Context: an optimization exercise on an open-source flow, tuned for small area. The choices shown serve that exercise and are no tape-out recipe. The RTL was checked by simulation tests, not by an equivalence proof against the original design. Power is estimated from default activity; no workload was simulated.

## flow/config.mk

```make
export PLATFORM = sky130hd
export DESIGN_NAME = xpt3
export DESIGN_NICKNAME = xpt3
export VERILOG_FILES = /design/flow/design.v
export SDC_FILE = /design/flow/constraint.sdc
export NUM_CORES = 4
export LEC_CHECK = 0
export ABC_AREA = 1
export CAP_MARGIN = 20
export CORE_MARGIN = 2
export CORE_UTILIZATION = 65
export SLEW_MARGIN = 20
```

## flow/constraint.sdc

```tcl
create_clock -name core_clock -period 120.0 [get_ports {CLK}]
set_input_delay 24.0000 -clock core_clock [delete_from_list [all_inputs] [get_ports {CLK}]]
set_output_delay 24.0000 -clock core_clock [all_outputs]
set_load 0.01 [all_outputs]
```

## flow/design.v

```verilog
module key( key_num, clk, rst, signal );
	input key_num;
	input clk;
	input rst;
	output signal;
	reg flag;
	reg signal;
	always @ ( posedge clk ) begin
		if ( rst ) begin
			signal <= 1'b0;
			flag <= 1'b0;
		end
		else if ( key_num == 1'b0 ) begin
			signal <= ~flag;
			flag <= 1'b1;
		end
		else begin
			flag <= 1'b0;
		end
	end
endmodule
module Audio( oAUD_LRCK, oAUD_BCK, oLRCK_RISE, oBCK_RISE, oPHASE, oSTART, iCLK, iRST );
	input iCLK;
	input iRST;
	output oAUD_LRCK;
	output oAUD_BCK;
	output oLRCK_RISE;	 
	output oBCK_RISE;	 
	output [4:0] oPHASE;
	output oSTART;		 
	reg [4:0] d;
	reg [5:0] h;
	wire wrap = d[4] & d[0];
	always @ ( posedge iCLK ) begin
		if (iRST) begin
			d <= 5'd0;
			h <= 6'd0;
		end
		else if (wrap) begin
			d <= 5'd0;
			h <= h + 6'd1;
		end
		else begin
			d <= d + 5'd1;
		end
	end
	assign oAUD_BCK = h[0];
	assign oAUD_LRCK = h[5];
	assign oPHASE = h[4:0];
	assign oBCK_RISE = ~iRST & wrap & ~h[0];
	assign oLRCK_RISE = ~iRST & wrap & ( &h[4:0] ) & ~h[5];
	assign oSTART = ( d == 5'd0 ) & ( h[4:0] == 5'd0 );
endmodule
module xpt3( CLK, RST, KEY, SW, I2C_RDY,
				  AUD_ADCDAT, AUD_DACDAT, AUD_BCLK, AUD_LRCK,
				  SRAM_DQ_IN, SRAM_DQ_OUT, SRAM_DQ_OE, SRAM_ADDR, SRAM_WE_N,
				  MODE, PLAY_SPEED, PLAY_SECONDS, PLAY_FRAMES
				  );
	input CLK;
	input RST;
	input [3:0] KEY;
	input [1:0] SW;
	input I2C_RDY;
	input AUD_ADCDAT;
	output AUD_DACDAT;
	output AUD_BCLK;
	output AUD_LRCK;
	input [15:0] SRAM_DQ_IN;
	output [15:0] SRAM_DQ_OUT;
	output SRAM_DQ_OE;
	output [19:0] SRAM_ADDR;
	output SRAM_WE_N;
	output [2:0] MODE;
	output [3:0] PLAY_SPEED;
	output [6:0] PLAY_SECONDS;
	output [13:0] PLAY_FRAMES;
	parameter IDLE = 3'd0;
	parameter PLAY = 3'd1;
	parameter REC = 3'd2;
	parameter REC_PAUSE = 3'd3;
	parameter PLAY_PAUSE = 3'd4;
	parameter x1    = 4'd8 ;
	parameter x2    = 4'd9 ;
	parameter x3    = 4'd10;
	parameter x4    = 4'd11;
	parameter x5    = 4'd12;
	parameter x6    = 4'd13;
	parameter x7    = 4'd14;
	parameter x8    = 4'd15;
	parameter x1_2  = 4'd1;
	parameter x1_3  = 4'd2;
	parameter x1_4  = 4'd3;
	parameter x1_5  = 4'd4;
	parameter x1_6  = 4'd5;
	parameter x1_7  = 4'd6;
	parameter x1_8  = 4'd7;
	wire reset = RST;
	wire play, rec, stop, spdctrl;
	wire lrck_rise, bclk_rise, start;
	wire [4:0] phase;
	reg [2:0] state;
	reg [2:0] state_next;
	reg [3:0] speed;
	reg [3:0] speed_next;
	reg [2:0] counter;
	reg [13:0] time_div;
	reg [6:0] time_sec;
	reg [19:0] SRAM_ADDR;
	reg [19:0] full_addr;
	reg fa_zero;
	reg full_r;
	reg [1:0] op;		 
	reg [3:0] op_step;
	reg [15:0] sdata_now;
	reg [15:0] sdata_past;
	reg [15:0] tsd;		 
	reg tsd_zero;
	reg [15:0] sdata;
	reg dq_valid;		 
	reg SRAM_DQ_OE;
	wire [2:0] counter_limit = speed[2:0];
	wire lrck = AUD_LRCK;
	wire win = ( phase == 5'd0 );	 
	assign SRAM_WE_N = ~( ( state == REC ) | reset );
	assign MODE = state;
	assign PLAY_SPEED = speed;
	assign PLAY_SECONDS = time_sec;
	assign PLAY_FRAMES = time_div;
	assign SRAM_DQ_OUT = tsd & {16{dq_valid}};
	assign AUD_DACDAT = tsd[15] & ~tsd_zero & ~SRAM_DQ_OE;
	key key_0( KEY[0], CLK, reset, play );
	key key_1( KEY[1], CLK, reset, rec );
	key key_2( KEY[2], CLK, reset, stop );
	key key_3( KEY[3], CLK, reset, spdctrl );
	Audio Audio_setting( .oAUD_LRCK(AUD_LRCK), .oAUD_BCK(AUD_BCLK), .oLRCK_RISE(lrck_rise), .oBCK_RISE(bclk_rise),
	                     .oPHASE(phase), .oSTART(start), .iCLK(CLK), .iRST(reset) );
	wire tdiv_end = &{ time_div[13:10], time_div[7:6], time_div[4:3] };
	reg [13:0] tdiv_inc;
	reg [6:0] tsec_inc;
	reg tc;
	integer m;
	always @ (*) begin
		tc = 1'b1;
		for ( m = 0; m < 14; m = m + 1 ) begin
			tdiv_inc[m] = time_div[m] ^ tc;
			tc = time_div[m] & tc;
		end
		tc = 1'b1;
		for ( m = 0; m < 7; m = m + 1 ) begin
			tsec_inc[m] = time_sec[m] ^ tc;
			tc = time_sec[m] & tc;
		end
	end
	always @ ( posedge CLK ) begin
		if (reset) begin
			time_div <= 14'b0;
			time_sec <= 7'b0;
		end
		else if (lrck_rise) begin
			case(state)
				PLAY, REC: begin
					if ( ~tdiv_end ) time_div <= tdiv_inc;
					else begin
						time_div <= 14'b0;
						time_sec <= tsec_inc;
					end
				end
				PLAY_PAUSE, REC_PAUSE: ;
				default: begin
					time_div <= 14'b0;
					time_sec <= 7'b0;
				end
			endcase
		end
	end
	wire pend = start & ( lrck | ( op == 2'd0 ) );
	wire [3:0] inc = reset ? 4'd1 : ( pend ? op_step : 4'd0 );
	reg [19:0] addr_sum;
	reg ac;
	integer j;
	always @ (*) begin
		ac = 1'b0;
		for ( j = 0; j < 20; j = j + 1 ) begin
			if ( j < 4 ) begin
				addr_sum[j] = SRAM_ADDR[j] ^ inc[j] ^ ac;
				ac = ( SRAM_ADDR[j] & inc[j] ) | ( SRAM_ADDR[j] & ac ) | ( inc[j] & ac );
			end
			else begin
				addr_sum[j] = SRAM_ADDR[j] ^ ac;
				ac = SRAM_ADDR[j] & ac;
			end
		end
	end
	wire [19:0] temp_addr = ( pend & ( op == 2'd0 ) ) ? 20'd0 : addr_sum;
	reg ge;
	always @ (*) begin
		ge = 1'b1;
		for ( j = 0; j < 20; j = j + 1 )
			ge = ( temp_addr[j] & ~full_addr[j] ) | ( temp_addr[j] & ge ) | ( ~full_addr[j] & ge );
	end
	wire full_new = ( op == 2'd1 ) ? ( ( &temp_addr ) | ge | fa_zero ) :
	                ( op == 2'd2 ) ? ( &temp_addr ) : 1'b0;
	wire full = pend ? full_new : full_r;
	wire [3:0] play_step = speed[3] ? ( {1'b0, speed[2:0]} + 4'd1 ) : { 3'd0, ( counter == counter_limit ) };
	always @ ( posedge CLK ) begin
		SRAM_ADDR <= reset ? addr_sum : temp_addr;
		full_r <= full;
		if (reset) fa_zero <= 1'b1;
		else if ( ( state == REC ) & lrck ) begin
			full_addr <= temp_addr;
			fa_zero <= 1'b0;
		end
		if (reset) begin
			op <= 2'd0;
			counter <= 3'd0;
		end
		else if (lrck_rise) begin
			case(state)
				PLAY: begin op <= 2'd1; op_step <= play_step; counter <= ( counter == counter_limit ) ? 3'd0 : counter + 3'd1; end
				REC: begin op <= 2'd2; op_step <= 4'd1; end
				PLAY_PAUSE, REC_PAUSE: begin op <= 2'd3; op_step <= 4'd0; end
				default: op <= 2'd0;
			endcase
		end
	end
	always @ ( posedge CLK ) begin
		state <= ( reset || ( I2C_RDY == 0 ) ) ? IDLE : state_next;
	end
	always @ (*) begin
		case(state)
			IDLE: begin
				if ( play & ~rec & ~stop ) state_next = PLAY;
				else if ( ~play & rec & ~stop ) state_next = REC;
				else state_next = IDLE;
			end
			PLAY: begin
				if ( play & ~rec & ~stop ) state_next = PLAY_PAUSE;
				else if ( ( ~play & ~rec & stop ) | full ) state_next = IDLE;
				else state_next = PLAY;
			end
			REC: begin
				if ( ~play & rec & ~stop ) state_next = REC_PAUSE;
				else if ( ( ~play & ~rec & stop ) | full ) state_next = IDLE;
				else state_next = REC;
			end
			PLAY_PAUSE: begin
				if ( play & ~rec & ~stop ) state_next = PLAY;
				else if ( ~play & ~rec & stop ) state_next = IDLE;
				else state_next = PLAY_PAUSE;
			end
			REC_PAUSE: begin
				if ( ~play & rec & ~stop ) state_next = REC;
				else if ( ~play & ~rec & stop ) state_next = IDLE;
				else state_next = REC_PAUSE;
			end
			default: state_next = IDLE;
		endcase
	end
	always @ ( posedge CLK ) begin
		speed <= (reset) ? x1 : speed_next;
	end
	wire up = ~SW[1] & spdctrl;
	wire dn = SW[1] & spdctrl;
	always @ (*) begin
		if (~SW[0]) speed_next = x1;
		else begin
			case(speed)
				x1: speed_next = up ? x2 : dn ? x1_2 : x1;
				x2: speed_next = up ? x3 : dn ? x1 : x2;
				x3: speed_next = up ? x4 : dn ? x2 : x3;
				x4: speed_next = up ? x5 : dn ? x3 : x4;
				x5: speed_next = up ? x6 : dn ? x4 : x5;
				x6: speed_next = up ? x7 : dn ? x5 : x6;
				x7: speed_next = up ? x8 : dn ? x6 : x7;
				x8: speed_next = up ? x1 : dn ? x7 : x8;
				x1_2: speed_next = up ? x1 : dn ? x1_3 : x1_2;
				x1_3: speed_next = up ? x1_2 : dn ? x1_4 : x1_3;
				x1_4: speed_next = up ? x1_3 : dn ? x1_5 : x1_4;
				x1_5: speed_next = up ? x1_4 : dn ? x1_6 : x1_5;
				x1_6: speed_next = up ? x1_5 : dn ? x1_7 : x1_6;
				x1_7: speed_next = up ? x1_6 : dn ? x1_8 : x1_7;
				x1_8: speed_next = up ? x1_7 : dn ? x1 : x1_8;
				default: speed_next = x1;
			endcase
		end
	end
	wire c_zero = ( counter == 3'd0 );
	wire c_lim = ( counter == counter_limit );
	wire [15:0] n_now = c_zero ? SRAM_DQ_IN : sdata_now;
	wire [15:0] n_past = c_lim ? n_now : sdata_past;
	wire [15:0] interp;
	interp u_interp( .p(n_past), .n(sdata_now), .c(counter), .s(speed[2:0]), .q(interp) );
	wire [15:0] play_data = win ? ( speed[3] ? SRAM_DQ_IN : interp ) : { sdata[14:0], 1'b0 };
	wire [3:0] rpos = 4'd15 - ( ( phase - 5'd1 ) >> 1 );
	reg [15:0] rec_data;
	integer i;
	always @ (*) begin
		for ( i = 0; i < 16; i = i + 1 )
			rec_data[i] = ( ~win && ( rpos == i ) ) ? AUD_ADCDAT : sdata[i];
	end
	always @ ( posedge CLK ) begin
		if (reset) begin
			sdata_now <= 16'd0;
			sdata_past <= 16'd0;
		end
		else if ( ( state == PLAY ) & win ) begin
			sdata_now <= n_now;
			sdata_past <= n_past;
		end
	end
	always @ ( posedge CLK ) begin
		if (bclk_rise) sdata <= tsd_zero ? 16'd0 : tsd;
	end
	always @ ( posedge CLK ) begin
		if (reset) begin
			tsd_zero <= 1'b1;
			dq_valid <= 1'b0;
			SRAM_DQ_OE <= 1'b1;
		end
		else begin
			case(state)
				PLAY: begin
					tsd <= play_data;
					tsd_zero <= 1'b0;
					SRAM_DQ_OE <= 1'b0;
				end
				REC: begin
					if (lrck) begin
						tsd <= rec_data;
						tsd_zero <= 1'b0;
						dq_valid <= ( phase == 5'd31 );
						SRAM_DQ_OE <= 1'b1;
					end
				end
				PLAY_PAUSE, REC_PAUSE: ;
				default: begin
					tsd_zero <= 1'b1;
				end
			endcase
		end
	end
endmodule
module interp( p, n, c, s, q );
	input [15:0] p;
	input [15:0] n;
	input [2:0] c;
	input [2:0] s;
	output [15:0] q;
	integer i;
	reg [16:0] dl;
	reg cr;
	always @ (*) begin
		cr = 1'b1;
		for ( i = 0; i < 16; i = i + 1 ) begin
			dl[i] = n[i] ^ ~p[i] ^ cr;
			cr = ( n[i] & ~p[i] ) | ( n[i] & cr ) | ( ~p[i] & cr );
		end
		dl[16] = ~cr;
	end
	reg [19:0] a0, a1, a2, s1, c1, P;
	reg cc;
	always @ (*) begin
		a0 = {20{c[0]}} & {{3{dl[16]}}, dl};
		a1 = {20{c[1]}} & {{2{dl[16]}}, dl, 1'b0};
		a2 = {20{c[2]}} & {dl[16], dl, 2'b0};
		for ( i = 0; i < 20; i = i + 1 ) begin
			s1[i] = a0[i] ^ a1[i] ^ a2[i];
			c1[i] = ( a0[i] & a1[i] ) | ( a0[i] & a2[i] ) | ( a1[i] & a2[i] );
		end
		P[0] = s1[0];
		cc = 1'b0;
		for ( i = 1; i < 20; i = i + 1 ) begin
			P[i] = s1[i] ^ c1[i-1] ^ cc;
			cc = ( s1[i] & c1[i-1] ) | ( s1[i] & cc ) | ( c1[i-1] & cc );
		end
	end
	wire sg = P[19];
	wire [3:0] k = {1'b0, s} + 4'd1;
	reg [18:0] qq;
	reg [3:0] r;
	reg [4:0] v;
	always @ (*) begin
		r = sg ? {1'b0, s} : 4'd0;
		for ( i = 18; i >= 0; i = i - 1 ) begin
			v = {r, P[i]};
			if ( v >= {1'b0, k} ) begin qq[i] = 1'b1; r = v - {1'b0, k}; end
			else begin qq[i] = 1'b0; r = v[3:0]; end
		end
	end
	reg [19:0] sum;
	reg cs;
	always @ (*) begin
		cs = 1'b0;
		for ( i = 0; i < 19; i = i + 1 ) begin
			if ( i < 16 ) begin
				sum[i] = p[i] ^ qq[i] ^ cs;
				cs = ( p[i] & qq[i] ) | ( p[i] & cs ) | ( qq[i] & cs );
			end
			else begin
				sum[i] = qq[i] ^ cs;
				cs = qq[i] & cs;
			end
		end
		sum[19] = cs;
	end
	wire neg = sg & ~sum[19];
	reg [15:0] qk;
	reg cy;
	always @ (*) begin
		case(s)
			3'd2: begin qk = 16'h5555; cy = ( r == 4'd2 ); end
			3'd4: begin qk = 16'h3333; cy = ( r == 4'd4 ); end
			3'd5: begin qk = 16'hAAAA; cy = ( r >= 4'd2 ); end
			default: begin qk = 16'd0; cy = 1'b0; end
		endcase
	end
	reg [15:0] qo;
	reg co, ai;
	always @ (*) begin
		co = neg & cy;
		for ( i = 0; i < 16; i = i + 1 ) begin
			ai = neg & qk[i];
			qo[i] = sum[i] ^ ai ^ co;
			co = ( sum[i] & ai ) | ( sum[i] & co ) | ( ai & co );
		end
	end
	assign q = qo;
endmodule
```

## flow/flow/run.sh

```bash
#!/bin/bash
# Layout flow: the standard flow, except that synthesis maps the logic with
# a stronger ABC area script and without the full/half-adder extraction, the
# port buffers use the smallest buffer cell, and the clock tree uses small
# clock buffers without dummy loads.
set -euo pipefail
rm -rf scripts_custom
cp -r "$FLOW_HOME/scripts" scripts_custom
cp flow/abc_area.script scripts_custom/abc_area.script
bash standard.sh SCRIPTS_DIR="$PWD/scripts_custom" ADDER_MAP_FILE= synth > synth.log 2>&1
bash standard.sh "BUFFER_PORTS_ARGS=-buffer_cell sky130_fd_sc_hd__buf_1" \
  "CTS_ARGS=-sink_clustering_enable -repair_clock_nets -dont_use_dummy_load -buf_list sky130_fd_sc_hd__clkbuf_8 -root_buf sky130_fd_sc_hd__clkbuf_16 -sink_clustering_size 20 -sink_clustering_max_diameter 60" \
  finish > finish.log 2>&1
```

## flow/flow/abc_area.script

```
strash
&get -n
&fraig -x
&put
dc2
strash
&get -n
&deepsyn -T 120
&put
strash
&get -n
&dch -f
&nf -R 1000 -p
&put
```

## flow/standard.sh

```bash
#!/bin/bash
# synth_recipe.tcl (not shown) runs the flow's synth.tcl, then flattens the netlist and writes it again
# the make line also repeats each setting of config.mk as NAME=value (left out here)
make -C /OpenROAD-flow-scripts/flow DESIGN_CONFIG=/design/flow/config.mk WORK_HOME=/design/flow/orfs CLKGATE_MAP_FILE= SYNTH_SCRIPT=/design/flow/synth_recipe.tcl "${@:-finish}"
```

==> metrics.md, run 1 <==
| Metric | Value |
|---|---|
| Pre-antenna DRT Iters | `6` |
| Final GP Congestion | `0.918` |
| Htree depth | `4` |
| Root buf cell | `clkbuf_16` |
| Dpl hpwl | `22100 um` |
| Fmax | `20.6 MHz` |
| Vias in the first global route | `9659` |
| Kind of end point of the critical path | `output pin` |
| Post-synth top flop | `dfxtp_1` |
| Slew @ Worst Pin | `0.819 ns` |
| CTS tree | `done` |
| Latest clock arrival within the worst-skew pair | `0.39 ns` |
| PD cells | `19.9 nW/um2` |
| CP Class | `primary input to output pin` |
| Final Cycle Share | `40.5%` |
| Final non-filler cell total | `1764` |
| Post-synth top cells | `210 x nor2_1, 147 x nand2_1, 109 x dfxtp_1` |
| Placed Cells | `1747` |
| Status | `timing/DRC/antenna clean` |
| Peak fanout along the critical path | `29` |
| Worst hold slack | `0.450 ns` |
| DR vias | `10800` |
| Setup TNS | `0 ns` |
| Sequential share of the synthesized area | `34.5%` |
| Yosys warns | `4` |
| Crit start category | `primary input` |
| Area delta synth->final | `9.39%` |
| Mapped Avg Cell Area | `7.93 um2` |
| Initial antenna violation count | `1` |
| Post-synth ARST share | `0%` |
| DRT antenna net count | `0` |
| Synth unique cells | `53` |
| # nets final | `1572` |
| Sw Share | `44.9%` |
| Starting Density | `67.0%` |
| Hold_buf cts | `0` |
| Synth Cell Area | `11200 um2` |
| Die width | `135 um` |
| Mapped Cells | `1411` |
| Reg clk slew, reported paths | `0.07 ns` |
| Clk sink count | `165` |
| Pint | `134 uW` |
| WL met1 | `13500 um` |
| Hold Crit Class | `flop to flop` |
| # IOs | `95` |
| WP data required | `96.00 ns` |
| Top Metal Used | `met5` |
| Largest net degree at the start of global routing | `51` |
| Met2 WL | `13100 um` |
| Drt total wl | `29900 um` |
| Synth area leaders | `dfxtp_1 19%, edfxtp_1 15%, xnor2_1 8.5%` |
| Final setup vio count | `0` |
| Row count | `47` |
| Post-synth EDFFs | `56` |
| Number of remaining DRC errors | `0` |
| GRT overflow | `0` |
| Synth top area share | `19.5%` |
| Chip Height | `135 um` |
| Vias/cell | `6.11` |
| Global-route wire length before repair | `47800 um` |
| Sw Pwr | `109 uW` |
| DP Worst Slack | `71.38 ns` |
| ANT cells | `0` |
| Most common cell in the synthesized netlist | `nor2_1` |
| Core area | `16700 um2` |
| Flops & latches, synth | `165` |
| Die ar. | `18300 um2` |
| Worst Clk Skew | `0.0298 ns` |
| Syn Nets | `1437` |
| RSZ-0062 raised after global routing | `no` |
| Filler Cell Count | `1388` |
| Maximum capacitance violations | `0` |
| Area after DPL | `12000 um2` |
| Relative slew slack | `45.0%` |
| WP data arrival | `24.62 ns` |
| Resize count post-CTS | `0` |
| GRT Util Overall | `33.0%` |
| Share of cells above drive strength 1 | `2.72%` |
| Fin. Hold Viols | `0` |
| Leakage | `4.19 nW` |
| Final instance area | `12200 um2` |
| Setup bufs post-CTS | `0` |
| Comb power frac | `62.0%` |
| Setup slack after layout | `71.38 ns` |
| Clock Path Buffers | `2` |
| Drt initial violations | `1010` |
| Port Buffers | `94` |
| CTS buffer count | `17` |
| Clock share of power | `13.0%` |
| Final Max Tran Viols | `0` |
| Peak VDD IR | `0.0333 mV` |
| DR WL/cell | `16.9 um` |
| Met3 wire length | `2540 um` |
| Leading area contributor after synthesis | `dfxtp_1` |
| Flop pwr share | `25.1%` |
| Minimum clock period | `48.62 ns` |
[kinds of logic after synthesis]
kind of cell	synth area share, %
and+or+nand+nor	26.2
AOI/OAI and AO/OA	20.8
xor gates and xnor gates	12.9
DFF	34.5
buffers and inverters	1.95
adders and majority gates	2.86
muxes	0.805
[area by class of cell]
type | instances | area, um2 | area share, %
Inverter | 58 | 218 | 1.78
Tap cell | 220 | 275 | 2.25
Multi-Input combinational cell | 1188 | 7120 | 58.2
Sequential cell | 165 | 3860 | 31.6
Timing Repair Buffer | 116 | 518 | 4.23
Clock buffer | 17 | 245 | 2.00
[flip-flops by register name, indices dropped and copies added, names as in the netlist, 6 cells and up]
signal,cells
Audio_setting.h,6
tsd,16
time_div,14
full_addr,20
sdata_past,16
SRAM_ADDR,20
sdata_now,16
sdata,16
time_sec,7
[critical path, cell delays in order]
cell,delay [ns]
buf_1,0.07
buf_4,0.32
nor2_1,0.09
buf_1,0.14
[final timing paths]
path,start,to,slack (ns),depth (start not counted)
min reg2reg,fa_zero,fa_zero,0.45,2
max,RST,SRAM_WE_N,71.38,4
max reg2reg,sdata_now[0],tsd[15],84.02,165
min,fa_zero,fa_zero,0.45,2
[placed cells by master, fill, tap and decap left out, types with 15 or more instances in the layout]
| master | n |
|---|---|
| a21oi_1 | 85 |
| a22o_1 | 30 |
| a22oi_1 | 16 |
| a31oi_1 | 18 |
| and2_0 | 42 |
| and3_1 | 21 |
| buf_1 | 94 |
| buf_4 | 22 |
| clkbuf_8 | 16 |
| clkinv_1 | 58 |
| dfxtp_1 | 109 |
| edfxtp_1 | 56 |
| maj3_1 | 32 |
| nand2_1 | 147 |
| nand2b_1 | 38 |
| nand3_1 | 21 |
| nor2_1 | 209 |
| nor2b_1 | 45 |
| nor3_1 | 38 |
| o21ai_0 | 101 |
| o22ai_1 | 15 |
| xnor2_1 | 108 |
| xor2_1 | 57 |
[stage by stage]
stage,total power [mW],util [%]
6_report,0.244,73.3
3_5_place_dp,0.209,71.8
3_3_place_gp,0.206,71.8
4_1_cts,0.241,73.3
5_1_grt,0.264,73.3
2_1_floorplan,0.184,-
[layer usage]
layer,vias up,global-route usage [%]
met4,2,10.6
met3,63,5.05
met5,-,0
li1,5296,-
met2,441,51.4
met1,4978,47.4
[power groups by stage]
stage,Combinational (mW),Clock (mW),Sequential [mW]
floorplan,0.121,0,0.0626
global placement,0.144,0,0.0623
detailed placement,0.147,0,0.0624
CTS,0.148,0.0320,0.0611
global route,0.169,0.0341,0.0614
finish,0.151,0.0317,0.0611
==> run 2: changes to the inputs <==
--- a/flow/design.v
+++ b/flow/design.v
@@ -119,4 +119,5 @@
 	reg dq_valid;		 
 	reg SRAM_DQ_OE;
+	reg AUD_DACDAT;
 	wire [2:0] counter_limit = speed[2:0];
 	wire lrck = AUD_LRCK;
@@ -128,5 +129,4 @@
 	assign PLAY_FRAMES = time_div;
 	assign SRAM_DQ_OUT = tsd & {16{dq_valid}};
-	assign AUD_DACDAT = tsd[15] & ~tsd_zero & ~SRAM_DQ_OE;
 	key key_0( KEY[0], CLK, reset, play );
 	key key_1( KEY[1], CLK, reset, rec );
@@ -317,4 +317,5 @@
 			dq_valid <= 1'b0;
 			SRAM_DQ_OE <= 1'b1;
+			AUD_DACDAT <= 1'b0;
 		end
 		else begin
@@ -324,4 +325,5 @@
 					tsd_zero <= 1'b0;
 					SRAM_DQ_OE <= 1'b0;
+					AUD_DACDAT <= play_data[15];
 				end
 				REC: begin
@@ -332,8 +334,10 @@
 						SRAM_DQ_OE <= 1'b1;
 					end
+					AUD_DACDAT <= 1'b0;
 				end
 				PLAY_PAUSE, REC_PAUSE: ;
 				default: begin
 					tsd_zero <= 1'b1;
+					AUD_DACDAT <= 1'b0;
 				end
 			endcase
--- a/flow/flow/run.sh
+++ b/flow/flow/run.sh
@@ -10,4 +10,4 @@
 bash standard.sh SCRIPTS_DIR="$PWD/scripts_custom" ADDER_MAP_FILE= synth > synth.log 2>&1
 bash standard.sh "BUFFER_PORTS_ARGS=-buffer_cell sky130_fd_sc_hd__buf_1" \
-  "CTS_ARGS=-sink_clustering_enable -repair_clock_nets -dont_use_dummy_load -buf_list sky130_fd_sc_hd__clkbuf_8 -root_buf sky130_fd_sc_hd__clkbuf_16 -sink_clustering_size 20 -sink_clustering_max_diameter 60" \
+  "CTS_ARGS=-sink_clustering_enable -repair_clock_nets -dont_use_dummy_load -buf_list sky130_fd_sc_hd__clkbuf_16 -root_buf sky130_fd_sc_hd__clkbuf_16 -sink_clustering_size 20 -sink_clustering_max_diameter 60" \
   finish > finish.log 2>&1
==> run 2 against run 1 <==
  * Combinational power down 48%
  * Synthesized area about the same
  * Maximum frequency down 8.6%
  * Register-to-register slack better by 0.62 ns
  * Clock skew down 0.0080 ns
  * Sequential share of layout area down 0.24 points
  * Highest routed layer is now met4
  * Die area about the same
  * Synthesized cell count down 0.92%
  * Worst setup slack worse by 4.6 ns
  * Largest power group unchanged
  * Critical endpoint is now tsd[15]
  * Clock power up 41%
  * Critical path type is now primary input to flop
==> metrics.md, run 2 <==
| Metric | Value |
|---|---|
| CP Class | `primary input to flop` |
| DR vias | `10900 (+1.1%)` |
| Minimum clock period | `53.18 ns (+4.56 ns)` |
| DP Worst Slack | `67.18 ns (-4.20 ns)` |
| Resize count post-CTS | `0 (unchanged)` |
| # IOs | `95 (unchanged)` |
| WP data required | `120.15 ns (+24.15 ns)` |
| Die ar. | `18300 um2 (about the same)` |
| Clock Path Buffers | `2 (unchanged)` |
| GRT Util Overall | `34.4% (+1.4 points)` |
| CTS tree | `done` |
| Number of remaining DRC errors | `0 (unchanged)` |
| GRT overflow | `0 (unchanged)` |
| WL met1 | `12900 um (-4.4%)` |
| Post-synth top flop | `dfxtp_1` |
| Post-synth top cells | `196 x nor2_1, 148 x nand2_1, 121 x xnor2_1` |
| Maximum capacitance violations | `0 (unchanged)` |
| Synth top area share | `19.7% (+0.20 points)` |
| DR WL/cell | `17.6 um (+4.0%)` |
| Drt initial violations | `1111 (+10%)` |
| DRT antenna net count | `0 (unchanged)` |
| Status | `timing/DRC/antenna clean` |
| Hold_buf cts | `0 (unchanged)` |
| Dpl hpwl | `22400 um (+1.5%)` |
| Worst Clk Skew | `0.0217 ns (-0.00805 ns)` |
| R2R cell count | `166 (+0.61%)` |
| PD cells | `14.9 nW/um2 (-25%)` |
| Area delta synth->final | `10.9%` |
| CP top delay family | `compound AO/OA/AOI/OAI gates` |
| Initial antenna violation count | `0 (-1)` |
| Synth unique cells | `60 (+13%)` |
| CP Buf/Inv Count | `3 (unchanged)` |
| Latest clock arrival within the worst-skew pair | `0.43 ns (+0.04 ns)` |
| RSZ-0062 raised after global routing | `no` |
| Fmax | `18.8 MHz (-8.6%)` |
| Setup TNS | `0 ns (unchanged)` |
| Vias/cell | `6.23 (+2.0%)` |
| Mapped Cells | `1398 (-0.92%)` |
| Hold path cells | `2 (unchanged)` |
| Drt total wl | `30800 um (+3.0%)` |
| Slew @ Worst Pin | `0.808 ns (-0.0115 ns)` |
| Slowest-stage cell, CP | `a211oi_1` |
| Top Registers | `SRAM_ADDR x20, full_addr x20` |
| Total power | `185 uW (-24%)` |
| Most frequent CP cell | `nor2_1` |
| Synth area leaders | `dfxtp_1 20%, edfxtp_1 15%, xnor2_1 9.5%` |
| Core area | `16700 um2 (unchanged)` |
| Global-route wire length before repair | `50200 um (+5.0%)` |
| Htree depth | `4 (unchanged)` |
| Flops & latches, synth | `166 (+0.61%)` |
| Final GP Congestion | `0.978 (+6.5%)` |
| Row count | `47 (unchanged)` |
| Post-synth EDFFs | `56 (unchanged)` |
| Met3 wire length | `2200 um (-13%)` |
| Pre-antenna DRT Iters | `6 (unchanged)` |
| Final setup vio count | `0 (unchanged)` |
| Port Buffers | `94 (unchanged)` |
| CTS buffer count | `17 (unchanged)` |
| Syn Nets | `1424 (-0.90%)` |
| Reg clk slew, reported paths | `0.06 ns (about the same)` |
| Mapped Avg Cell Area | `8.00 um2 (+0.84%)` |
| Root buf cell | `clkbuf_16` |
| Setup slack after layout | `66.82 ns (-4.56 ns)` |
| Leading area contributor after synthesis | `dfxtp_1` |
| Kind of end point of the critical path | `flop` |
| ANT cells | `0 (unchanged)` |
| CP peak stage delay | `0.50 ns (+0.18 ns)` |
| Final Cycle Share | `44.3% (+3.8 points)` |
| Chip Height | `135 um (about the same)` |
| Top Metal Used | `met4` |
| Final Max Tran Viols | `0 (unchanged)` |
| Most common cell in the synthesized netlist | `nor2_1` |
| Largest net degree at the start of global routing | `52 (+2.0%)` |
| Peak fanout along the critical path | `8 (-72%)` |
| Vias in the first global route | `10100 (+4.9%)` |
| Post-synth ARST share | `0% (unchanged)` |
| Most frequent cells in the layout | `196 x nor2_1, 148 x nand2_1, 121 x xnor2_1, 110 x dfxtp_1` |
| Relative slew slack | `45.7% (+0.78 points)` |
| # nets final | `1556 (-1.0%)` |
| Met2 WL | `14700 um (+12%)` |
| Leakage | `4.22 nW (+0.79%)` |
| Die width | `135 um (about the same)` |
| Worst hold slack | `0.442 ns (-0.00830 ns)` |
| Final core occ | `74.2% (+0.94 points)` |
| Share of cells above drive strength 1 | `2.62% (-0.10 points)` |
| Synth Cell Area | `11200 um2 (about the same)` |
| Peak VDD IR | `0.0112 mV (-67%)` |
| Clk sink count | `166 (+0.61%)` |
| Commonest non-fill, non-tap cell in the layout | `nor2_1` |
| Sequential share of the synthesized area | `34.7% (+0.21 points)` |
| Hold Crit Class | `flop to flop` |
| WP data arrival | `53.33 ns (+28.71 ns)` |
| Starting Density | `66.9% (about the same)` |
| CP Depth | `149 (+145)` |
| Fin. Hold Viols | `0 (unchanged)` |
| Crit start category | `primary input` |
| Yosys warns | `4 (unchanged)` |
| Setup bufs post-CTS | `0 (unchanged)` |
==> run 2: cell count changes after synthesis, moves of 8 or more <==
cell / before / now
xnor2_1: 108 / 121
o21ai_0: 101 / 89
and3_1: 21 / 13
nor4_1: 2 / 13
and2_0: 42 / 29
a21oi_1: 85 / 94
nor2_1: 210 / 196
mux2i_1: 9 / 1
nand2b_1: 38 / 47
o221ai_1: 14 / 6
==> run 2: final cells by class <==
cell class                 instances  area, um2
sequential                       166       3880
tap                              220        275
timing repair buffer             113        495
multi-input combinational       1180       7120
inverter                          52        195
clock buffer                      17        425
fill                            1369       4300
==> run 2: path summary, 6_finish.rpt <==
kind | from | to | slack (ns)
setup reg to reg | speed[2] | tsd[15] | 84.64
hold / removal | fa_zero | fa_zero | 0.44
setup / recovery | SRAM_DQ_IN[15] | tsd[15] | 66.82
hold reg to reg | fa_zero | fa_zero | 0.44
==> run 2: stage by stage <==
step           area [um2]  instances
6_report            12400       1748
5_1_grt             12400       1748
4_1_cts             12400       1748
3_5_place_dp        12000       1731
3_3_place_gp        12000       1731
2_1_floorplan       11200       1398
==> run 2: metal layers <==
layer | global-route usage (%) | up-vias
li1 | - | 5240
met1 | 44.0 | 5110
met2 | 59.1 | 467
met3 | 5.61 | 78
met4 | 12.0 | 0
met5 | 0 | -
==> run 2: tightest hold or removal path: cells and delay by family (launching register included) <==
family	cells	cell delay (ns)
and+or+nand+nor	2	0.09
DFF	1	0.31
==> run 2: report_power, final <==
part | internal, mW | total, mW | leakage (nW) | switching (mW)
Combinational | 0.0312 | 0.0788 | 2.61 | 0.0476
Clock | 0.0246 | 0.0448 | 0.209 | 0.0202
Sequential | 0.0597 | 0.0615 | 1.41 | 0.00179
==> run 2: kinds of logic (layout without fill, tap and decap cells) <==
| logic type | Yosys count | in the layout | synth area share, % |
|---|---|---|---|
| and+or+nand+nor | 616 | 616 | 26.5 |
| AOI/OAI and AO/OA | 349 | 349 | 19.8 |
| xor gates and xnor gates | 179 | 179 | 14.0 |
| DFF | 166 | 166 | 34.7 |
| buffers and inverters | 52 | 182 | 1.75 |
| adders and majority gates | 34 | 34 | 3.04 |
| muxes | 2 | 2 | 0.190 |

-- afterwards: timing with drivers on the ports --
The flow's constraints put no driver on any port. The routed layouts listed below were extracted and timed again, unchanged, in two steps.
Step 1 (the two cells are an assumption about what drives the block):
set clk [get_ports {CLK}]
set_driving_cell -lib_cell sky130_fd_sc_hd__clkbuf_16 $clk
set_driving_cell -lib_cell sky130_fd_sc_hd__buf_2 [delete_from_list [all_inputs] $clk]
Step 2 moves the port delays by t, midway between the first and last clock arrival at a register: inputs arrive t later, outputs are due t later. That takes back most of the time a late clock gives input paths.
Three values: no drivers, after step 1, after step 2; two values: the first two.
run | t (ns) | setup WS [ns] | worst slew at a driven data input, ns | pins driven straight from the clock port
run 1 | 0.422 | 71.380 / 71.356 / 71.356 | 0.04 | 1
run 2 | 0.467 | 66.820 / 66.841 / 66.374 | 0.04 | 1
After both steps setup and hold are still met in every run listed. The setup slack of run 2, which loses most, moves by +0.021 ns with the drivers and by -0.446 ns with both steps.
